Context: an optimization exercise on an open-source flow, tuned for small area, a short achievable clock period and few clock cycles. The choices shown serve that exercise and are no tape-out recipe.
Where RTL was checked, it was by simulation tests only, not by an equivalence proof against the original.
No activity file was given, so power comes from the tool's default toggle rates.

==> flow/design.v <==
module cpu(
           input        clk,
           input        reset,
           input        prog_we,     
           input  [3:0] prog_addr,   
           input  [7:0] prog_data,   
           output [7:0] out,
           output       out_valid,   
           output       halt_o);     
   reg [127:0] mem;
   reg [7:0]  ir;       
   reg [3:0]  pc;       
   reg [7:0]  opr;      
   reg        e_ld;     
   reg        e_ar;     
   reg        e_sub;
   reg        e_sta;    
   reg        e_out;
   reg [7:0]  a;
   reg        c, z;
   reg [7:0]  oreg;
   reg        ovalid;
   reg        halted;
   wire [7:0] g = a & opr;
   wire [7:0] p = a | opr;
   wire       c1 = e_sub ? (a[0] | ~opr[0]) : (a[0] & opr[0]);
   wire [8:0] cy;
   genvar ci, cj;
   generate
      for (ci = 0; ci <= 8; ci = ci + 1) begin : cla
         if (ci == 0) begin : c0
            assign cy[0] = 1'b0;
         end else if (ci == 1) begin : c1b
            assign cy[1] = c1;
         end else begin : cn
            wire [ci-1:1] t;
            for (cj = 1; cj < ci; cj = cj + 1) begin : term
               if (cj == ci - 1) begin : last
                  assign t[cj] = g[cj];
               end else begin : mid
                  assign t[cj] = g[cj] & (&p[ci-1:cj+1]);
               end
            end
            assign cy[ci] = (|t) | (c1 & (&p[ci-1:1]));
         end
      end
   endgenerate
   wire [7:0] res = a ^ opr ^ cy[7:0];
   wire       c_new = cy[8] ^ e_sub;
   wire [7:0] kin = {a[6:1] | opr[6:1], e_sub | a[0], 1'b0};
   wire       z_new = &(~(a ^ opr ^ kin));
   wire       z_f = e_ar ? z_new : z;
   wire [3:0] op = ir[7:4];
   wire [3:0] n  = ir[3:0];
   wire d_lda = (op == 4'h1);
   wire d_add = (op == 4'h2);
   wire d_sub = (op == 4'h3);
   wire d_sta = (op == 4'h4);
   wire d_ldi = (op == 4'h5);
   wire d_jmp = (op == 4'h6);
   wire d_jc  = (op == 4'h7);
   wire d_jz  = (op == 4'h8);
   wire d_out = (op == 4'he);
   wire d_hlt = (op == 4'hf);
   wire hold  = d_hlt | (op >= 4'h9 && op <= 4'hd);
   wire uses_n = d_lda | d_add | d_sub | d_jmp | d_jc | d_jz;
   wire hz_n   = e_sta & (opr[3:0] == n) & uses_n;
   wire hz_p   = e_sta & (opr[3:0] == pc);
   wire st_p   = d_sta & (n == pc);
   wire [7:0] rd_n = mem[n*8 +: 8];
   wire [7:0] rd_p = mem[pc*8 +: 8];
   wire [3:0] n_inc  = {n[3] ^ (&n[2:0]), n[2] ^ (&n[1:0]), n[1] ^ n[0], ~n[0]};
   wire [3:0] pc_inc = {pc[3] ^ (&pc[2:0]), pc[2] ^ (&pc[1:0]), pc[1] ^ pc[0], ~pc[0]};
   wire       c_if1 = e_ar ? ~e_sub : c;
   wire       c_if0 = e_ar ?  e_sub : c;
   wire       jgo   = ~reset & ~hz_n;
   wire       jump1 = jgo & (d_jmp | (d_jc & c_if1) | (d_jz & z_f));
   wire       jump0 = jgo & (d_jmp | (d_jc & c_if0) | (d_jz & z_f));
   wire [7:0] ir_seq = reset ? 8'h00 : (hold | hz_n) ? ir : (st_p | hz_p) ? 8'h00 : rd_p;
   wire [3:0] pc_seq = reset ? 4'd0 : (hold | hz_n | st_p | hz_p) ? pc : pc_inc;
   wire [7:0] ir_1 = jump1 ? rd_n : ir_seq;
   wire [7:0] ir_0 = jump0 ? rd_n : ir_seq;
   wire [3:0] pc_1 = jump1 ? n_inc : pc_seq;
   wire [3:0] pc_0 = jump0 ? n_inc : pc_seq;
   always @(posedge clk) begin
      ir <= cy[8] ? ir_1 : ir_0;
      pc <= cy[8] ? pc_1 : pc_0;
   end
   always @(posedge clk) begin
      if (reset || hz_n) begin
         e_ld  <= 1'b0;
         e_ar  <= 1'b0;
         e_sub <= 1'b0;
         e_sta <= 1'b0;
         e_out <= 1'b0;
      end else begin
         e_ld  <= d_lda | d_ldi;
         e_ar  <= d_add | d_sub;
         e_sub <= d_sub;
         e_sta <= d_sta;
         e_out <= d_out;
      end
      opr <= (d_ldi | d_sta) ? {4'b0, n} : (d_sub ? {~rd_n[7:1], rd_n[0]} : rd_n);
   end
   wire       ar     = e_ar & ~reset;
   wire [7:0] a_oth  = reset ? 8'd0 : e_ld ? opr : a;
   always @(posedge clk) begin
      a <= ar ? res : a_oth;
      c <= ar ? c_new : (~reset & c);
      z <= ar ? z_new : (~reset & z);
      if (reset) begin
         oreg <= 8'd0;
         ovalid <= 1'b0;
         halted <= 1'b0;
      end else begin
         if (e_out)
           oreg <= a;
         ovalid <= e_out;
         if (d_hlt)
           halted <= 1'b1;
      end
   end
   wire       we    = reset ? prog_we : e_sta;
   wire [3:0] waddr = reset ? prog_addr : opr[3:0];
   wire [7:0] wdata = reset ? prog_data : a;
   genvar i;
   generate
      for (i = 0; i < 16; i = i + 1) begin : ram
         always @(posedge clk)
           if (we && waddr == i)
             mem[i*8 +: 8] <= wdata;
      end
   endgenerate
   assign out = oreg;
   assign out_valid = ovalid;
   assign halt_o = halted;
endmodule
clock: 4.5 ns
lec_check: 0
cap_margin: 20
core_margin: 2
core_utilization: 40
cts_buf_list: sky130_fd_sc_hd__clkbuf_4 sky130_fd_sc_hd__clkbuf_8
setup_slack_margin: 2.2
slew_margin: 20
tns_end_percent: 5
standard.sh (not shown) runs the stock make flow with config.mk's settings and CLKGATE_MAP_FILE= SYNTH_SCRIPT=/design/flow/synth_recipe.tcl, a recipe that flattens the netlist after the stock synthesis.
==> flow/flow/run.sh <==
#!/bin/bash
# Standard layout (standard synthesis unchanged), with two ORFS settings changed:
# - port buffers are sky130_fd_sc_hd__buf_2 instead of the default choice
#   (a slow delay cell), every port still gets its buffer;
# - the resizer may change a gate's size to one with another footprint.
set -euo pipefail
bash standard.sh MATCH_CELL_FOOTPRINT=0 "BUFFER_PORTS_ARGS=-buffer_cell sky130_fd_sc_hd__buf_2" finish > make_finish.log 2>&1
Testbench counts at the start, summed over its fixed seeds: cycles 34,429.
Rerun with:
--- a/flow/design.v
+++ b/flow/design.v
@@ -20,36 +20,36 @@
    reg        c, z;
    reg [7:0]  oreg;
    reg        ovalid;
    reg        halted;
-   wire [7:0] g = a & opr;
-   wire [7:0] p = a | opr;
-   wire       c1 = e_sub ? (a[0] | ~opr[0]) : (a[0] & opr[0]);
+   wire [7:0] ax = a ^ {8{e_sub}};
+   wire [7:0] g = ax & opr;
+   wire [7:0] p = ax | opr;
    wire [8:0] cy;
    genvar ci, cj;
    generate
       for (ci = 0; ci <= 8; ci = ci + 1) begin : cla
          if (ci == 0) begin : c0
             assign cy[0] = 1'b0;
-         end else if (ci == 1) begin : c1b
-            assign cy[1] = c1;
          end else begin : cn
-            wire [ci-1:1] t;
-            for (cj = 1; cj < ci; cj = cj + 1) begin : term
+            wire [ci-1:0] t;
+            for (cj = 0; cj < ci; cj = cj + 1) begin : term
                if (cj == ci - 1) begin : last
                   assign t[cj] = g[cj];
                end else begin : mid
                   assign t[cj] = g[cj] & (&p[ci-1:cj+1]);
                end
             end
-            assign cy[ci] = (|t) | (c1 & (&p[ci-1:1]));
+            assign cy[ci] = |t;
          end
       end
    endgenerate
-   wire [7:0] res = a ^ opr ^ cy[7:0];
-   wire       c_new = cy[8] ^ e_sub;
-   wire [7:0] kin = {a[6:1] | opr[6:1], e_sub | a[0], 1'b0};
-   wire       z_new = &(~(a ^ opr ^ kin));
+   wire [8:0] sx = {cy[8], ax ^ opr ^ cy[7:0]};
+   wire [7:0] res = sx[7:0] ^ {8{e_sub}};
+   wire       c_new = sx[8];
+   wire [7:0] kin = {a[6:0] | opr[6:0], 1'b0};
+   wire       z_new = e_sub ? (a == opr) : &(~(a ^ opr ^ kin));
+   wire       c_f = e_ar ? c_new : c;
    wire       z_f = e_ar ? z_new : z;
    wire [3:0] op = ir[7:4];
    wire [3:0] n  = ir[3:0];
    wire d_lda = (op == 4'h1);
@@ -68,24 +68,17 @@
    wire hz_p   = e_sta & (opr[3:0] == pc);
    wire st_p   = d_sta & (n == pc);
    wire [7:0] rd_n = mem[n*8 +: 8];
    wire [7:0] rd_p = mem[pc*8 +: 8];
+   wire taken = d_jmp | (d_jc & c_f) | (d_jz & z_f);
    wire [3:0] n_inc  = {n[3] ^ (&n[2:0]), n[2] ^ (&n[1:0]), n[1] ^ n[0], ~n[0]};
    wire [3:0] pc_inc = {pc[3] ^ (&pc[2:0]), pc[2] ^ (&pc[1:0]), pc[1] ^ pc[0], ~pc[0]};
-   wire       c_if1 = e_ar ? ~e_sub : c;
-   wire       c_if0 = e_ar ?  e_sub : c;
-   wire       jgo   = ~reset & ~hz_n;
-   wire       jump1 = jgo & (d_jmp | (d_jc & c_if1) | (d_jz & z_f));
-   wire       jump0 = jgo & (d_jmp | (d_jc & c_if0) | (d_jz & z_f));
+   wire       jump   = taken & ~reset & ~hz_n;
    wire [7:0] ir_seq = reset ? 8'h00 : (hold | hz_n) ? ir : (st_p | hz_p) ? 8'h00 : rd_p;
    wire [3:0] pc_seq = reset ? 4'd0 : (hold | hz_n | st_p | hz_p) ? pc : pc_inc;
-   wire [7:0] ir_1 = jump1 ? rd_n : ir_seq;
-   wire [7:0] ir_0 = jump0 ? rd_n : ir_seq;
-   wire [3:0] pc_1 = jump1 ? n_inc : pc_seq;
-   wire [3:0] pc_0 = jump0 ? n_inc : pc_seq;
    always @(posedge clk) begin
-      ir <= cy[8] ? ir_1 : ir_0;
-      pc <= cy[8] ? pc_1 : pc_0;
+      ir <= jump ? rd_n : ir_seq;
+      pc <= jump ? n_inc : pc_seq;
    end
    always @(posedge clk) begin
       if (reset || hz_n) begin
          e_ld  <= 1'b0;
@@ -99,21 +92,27 @@
          e_sub <= d_sub;
          e_sta <= d_sta;
          e_out <= d_out;
       end
-      opr <= (d_ldi | d_sta) ? {4'b0, n} : (d_sub ? {~rd_n[7:1], rd_n[0]} : rd_n);
+      opr <= (d_ldi | d_sta) ? {4'b0, n} : rd_n;
    end
-   wire       ar     = e_ar & ~reset;
-   wire [7:0] a_oth  = reset ? 8'd0 : e_ld ? opr : a;
    always @(posedge clk) begin
-      a <= ar ? res : a_oth;
-      c <= ar ? c_new : (~reset & c);
-      z <= ar ? z_new : (~reset & z);
       if (reset) begin
+         a <= 8'd0;
+         c <= 1'b0;
+         z <= 1'b0;
          oreg <= 8'd0;
          ovalid <= 1'b0;
          halted <= 1'b0;
       end else begin
+         if (e_ld)
+           a <= opr;
+         else if (e_ar)
+           a <= res;
+         if (e_ar) begin
+            c <= c_new;
+            z <= z_new;
+         end
          if (e_out)
            oreg <= a;
          ovalid <= e_out;
          if (d_hlt)
Power went down by 1.1%.
Count of clock-buffer cells in the layout is unchanged.
Synthesized area stays flat.
Wire length went down by 0.32%.
Die area barely changes.
Core utilization went up by 0.46 points.
Final cell count went down by 1.8%.
The RTL of the second run of this note was laid out without a check of its function.

---

## the previous run
RTL: the design.v shown in full above, as it stands there.
export LEC_CHECK = 0
export CAP_MARGIN = 20
export CORE_MARGIN = 2
export CORE_UTILIZATION = 40
export CTS_BUF_LIST = sky130_fd_sc_hd__clkbuf_4 sky130_fd_sc_hd__clkbuf_8
export SETUP_SLACK_MARGIN = 2.2
export SLEW_MARGIN = 20
export TNS_END_PERCENT = 5
create_clock -name core_clock -period 4.5 [get_ports {clk}]
==> flow/flow/run.sh <==
#!/bin/bash
# Standard layout (standard synthesis unchanged), with these ORFS settings changed:
# - port buffers are sky130_fd_sc_hd__buf_2 instead of the default choice
#   (a slow delay cell), every port still gets its buffer;
# - the resizer may change a gate's size to one with another footprint;
# - clock tree synthesis adds no dummy loads.
set -euo pipefail
bash standard.sh MATCH_CELL_FOOTPRINT=0 "BUFFER_PORTS_ARGS=-buffer_cell sky130_fd_sc_hd__buf_2" \
  "CTS_ARGS=-sink_clustering_enable -repair_clock_nets -buf_list {sky130_fd_sc_hd__clkbuf_4 sky130_fd_sc_hd__clkbuf_8} -dont_use_dummy_load" \
  finish > make_finish.log 2>&1
Testbench counts of the previous run, summed over its fixed seeds: cycles 34,429.
--- input diff the previous run..the current run ---
==> flow/design.v <==
module cpu(
           input        clk,
           input        reset,
           input        prog_we,     
           input  [3:0] prog_addr,   
           input  [7:0] prog_data,   
           output [7:0] out,
           output       out_valid,   
           output       halt_o);     
   reg [127:0] mem;
   reg [7:0]  ir;       
   reg [3:0]  pc;       
   reg [7:0]  opr;      
   reg        e_ld;     
   reg        e_ar;     
   reg        e_sub;
   reg        e_sta;    
   reg        e_out;
   reg [7:0]  a;
   reg        c, z;
   reg [7:0]  oreg;
   reg        ovalid;
   reg        halted;
   wire [7:0] g = a & opr;
   wire [7:0] p = a | opr;
   wire [8:0] cy;
   genvar ci, cj;
   generate
      for (ci = 0; ci <= 8; ci = ci + 1) begin : cla
         if (ci == 0) begin : c0
            assign cy[0] = e_sub;
         end else begin : cn
            wire [ci:0] t;
            for (cj = 0; cj < ci; cj = cj + 1) begin : term
               if (cj == ci - 1) begin : last
                  assign t[cj] = g[cj];
               end else begin : mid
                  assign t[cj] = g[cj] & (&p[ci-1:cj+1]);
               end
            end
            assign t[ci] = e_sub & (&p[ci-1:0]);
            assign cy[ci] = |t;
         end
      end
   endgenerate
   wire [7:0] res = a ^ opr ^ cy[7:0];
   wire       c_new = cy[8] ^ e_sub;
   wire [7:0] kin = {a[6:0] | opr[6:0], e_sub};
   wire       z_new = &(~(a ^ opr ^ kin));
   wire       c_f = e_ar ? c_new : c;
   wire       z_f = e_ar ? z_new : z;
   wire [3:0] op = ir[7:4];
   wire [3:0] n  = ir[3:0];
   wire d_lda = (op == 4'h1);
   wire d_add = (op == 4'h2);
   wire d_sub = (op == 4'h3);
   wire d_sta = (op == 4'h4);
   wire d_ldi = (op == 4'h5);
   wire d_jmp = (op == 4'h6);
   wire d_jc  = (op == 4'h7);
   wire d_jz  = (op == 4'h8);
   wire d_out = (op == 4'he);
   wire d_hlt = (op == 4'hf);
   wire hold  = d_hlt | (op >= 4'h9 && op <= 4'hd);
   wire uses_n = d_lda | d_add | d_sub | d_jmp | d_jc | d_jz;
   wire hz_n   = e_sta & (opr[3:0] == n) & uses_n;
   wire hz_p   = e_sta & (opr[3:0] == pc);
   wire st_p   = d_sta & (n == pc);
   wire [7:0] rd_n = mem[n*8 +: 8];
   wire [7:0] rd_p = mem[pc*8 +: 8];
   wire taken = d_jmp | (d_jc & c_f) | (d_jz & z_f);
   wire [3:0] n_inc  = {n[3] ^ (&n[2:0]), n[2] ^ (&n[1:0]), n[1] ^ n[0], ~n[0]};
   wire [3:0] pc_inc = {pc[3] ^ (&pc[2:0]), pc[2] ^ (&pc[1:0]), pc[1] ^ pc[0], ~pc[0]};
   wire       jump   = taken & ~reset & ~hz_n;
   wire [7:0] ir_seq = reset ? 8'h00 : (hold | hz_n) ? ir : (st_p | hz_p) ? 8'h00 : rd_p;
   wire [3:0] pc_seq = reset ? 4'd0 : (hold | hz_n | st_p | hz_p) ? pc : pc_inc;
   always @(posedge clk) begin
      ir <= jump ? rd_n : ir_seq;
      pc <= jump ? n_inc : pc_seq;
   end
   always @(posedge clk) begin
      if (reset || hz_n) begin
         e_ld  <= 1'b0;
         e_ar  <= 1'b0;
         e_sub <= 1'b0;
         e_sta <= 1'b0;
         e_out <= 1'b0;
      end else begin
         e_ld  <= d_lda | d_ldi;
         e_ar  <= d_add | d_sub;
         e_sub <= d_sub;
         e_sta <= d_sta;
         e_out <= d_out;
      end
      opr <= (d_ldi | d_sta) ? {4'b0, n} : (d_sub ? ~rd_n : rd_n);
   end
   always @(posedge clk) begin
      if (reset) begin
         a <= 8'd0;
         c <= 1'b0;
         z <= 1'b0;
         oreg <= 8'd0;
         ovalid <= 1'b0;
         halted <= 1'b0;
      end else begin
         if (e_ld)
           a <= opr;
         else if (e_ar)
           a <= res;
         if (e_ar) begin
            c <= c_new;
            z <= z_new;
         end
         if (e_out)
           oreg <= a;
         ovalid <= e_out;
         if (d_hlt)
           halted <= 1'b1;
      end
   end
   wire       we    = reset ? prog_we : e_sta;
   wire [3:0] waddr = reset ? prog_addr : opr[3:0];
   wire [7:0] wdata = reset ? prog_data : a;
   genvar i;
   generate
      for (i = 0; i < 16; i = i + 1) begin : ram
         always @(posedge clk)
           if (we && waddr == i)
             mem[i*8 +: 8] <= wdata;
      end
   endgenerate
   assign out = oreg;
   assign out_valid = ovalid;
   assign halt_o = halted;
endmodule
- Setup slack in the current run is smaller than in the previous run.
- A cell with the largest stage delay on the worst path of sky130_fd_sc_hd__o41ai_4 is what the current run shows, while sky130_fd_sc_hd__dfxtp_2 belongs to the previous run.
- Compared with the previous run, the current run shows number of resized instances in the post-cts repair step that has gone up by more than half.
- Compared to the previous run, the current run reaches a lower achievable clock.
- Lower die area among the current run and the previous run: the current run
- Final hold slack, the current run and the previous run, lower one = the previous run.
Function not checked in the current run: the RTL went through the layout flow alone.

-- port drivers added, routing unchanged --
How much do the figures lean on ideal ports? The routed layouts below were timed once more, with nothing changed but the port constraints.
Step 1, drivers: a clkbuf_16 drives clk and a buf_2 each remaining input, both assumed.
Step 2 adds t to the input delays and takes it off the output delays; t is the mean of the earliest and latest rising clock arrival at the registers after step 1. Input paths then give back, and output paths get back, about the clock's delay inside the block.
Slacks: no drivers / after step 1 / after step 2; pairs: no drivers / after step 1.
run	t (ns)	setup slack, ns	worst data-port slew with drivers (ns)
the first run of note 1	0.520	2.075 / 2.075 / 1.692	0.04
the second run of note 1	0.504	1.966 / 1.966 / 1.577	0.04
the previous run	0.492	2.092 / 2.092 / 1.678	0.04
the current run	0.493	1.968 / 1.968 / 1.609	0.05
After both steps every run listed still meets setup and hold. For the previous run, which loses most, drivers alone change the setup slack by 0.000 ns; drivers and shift together by -0.414 ns.
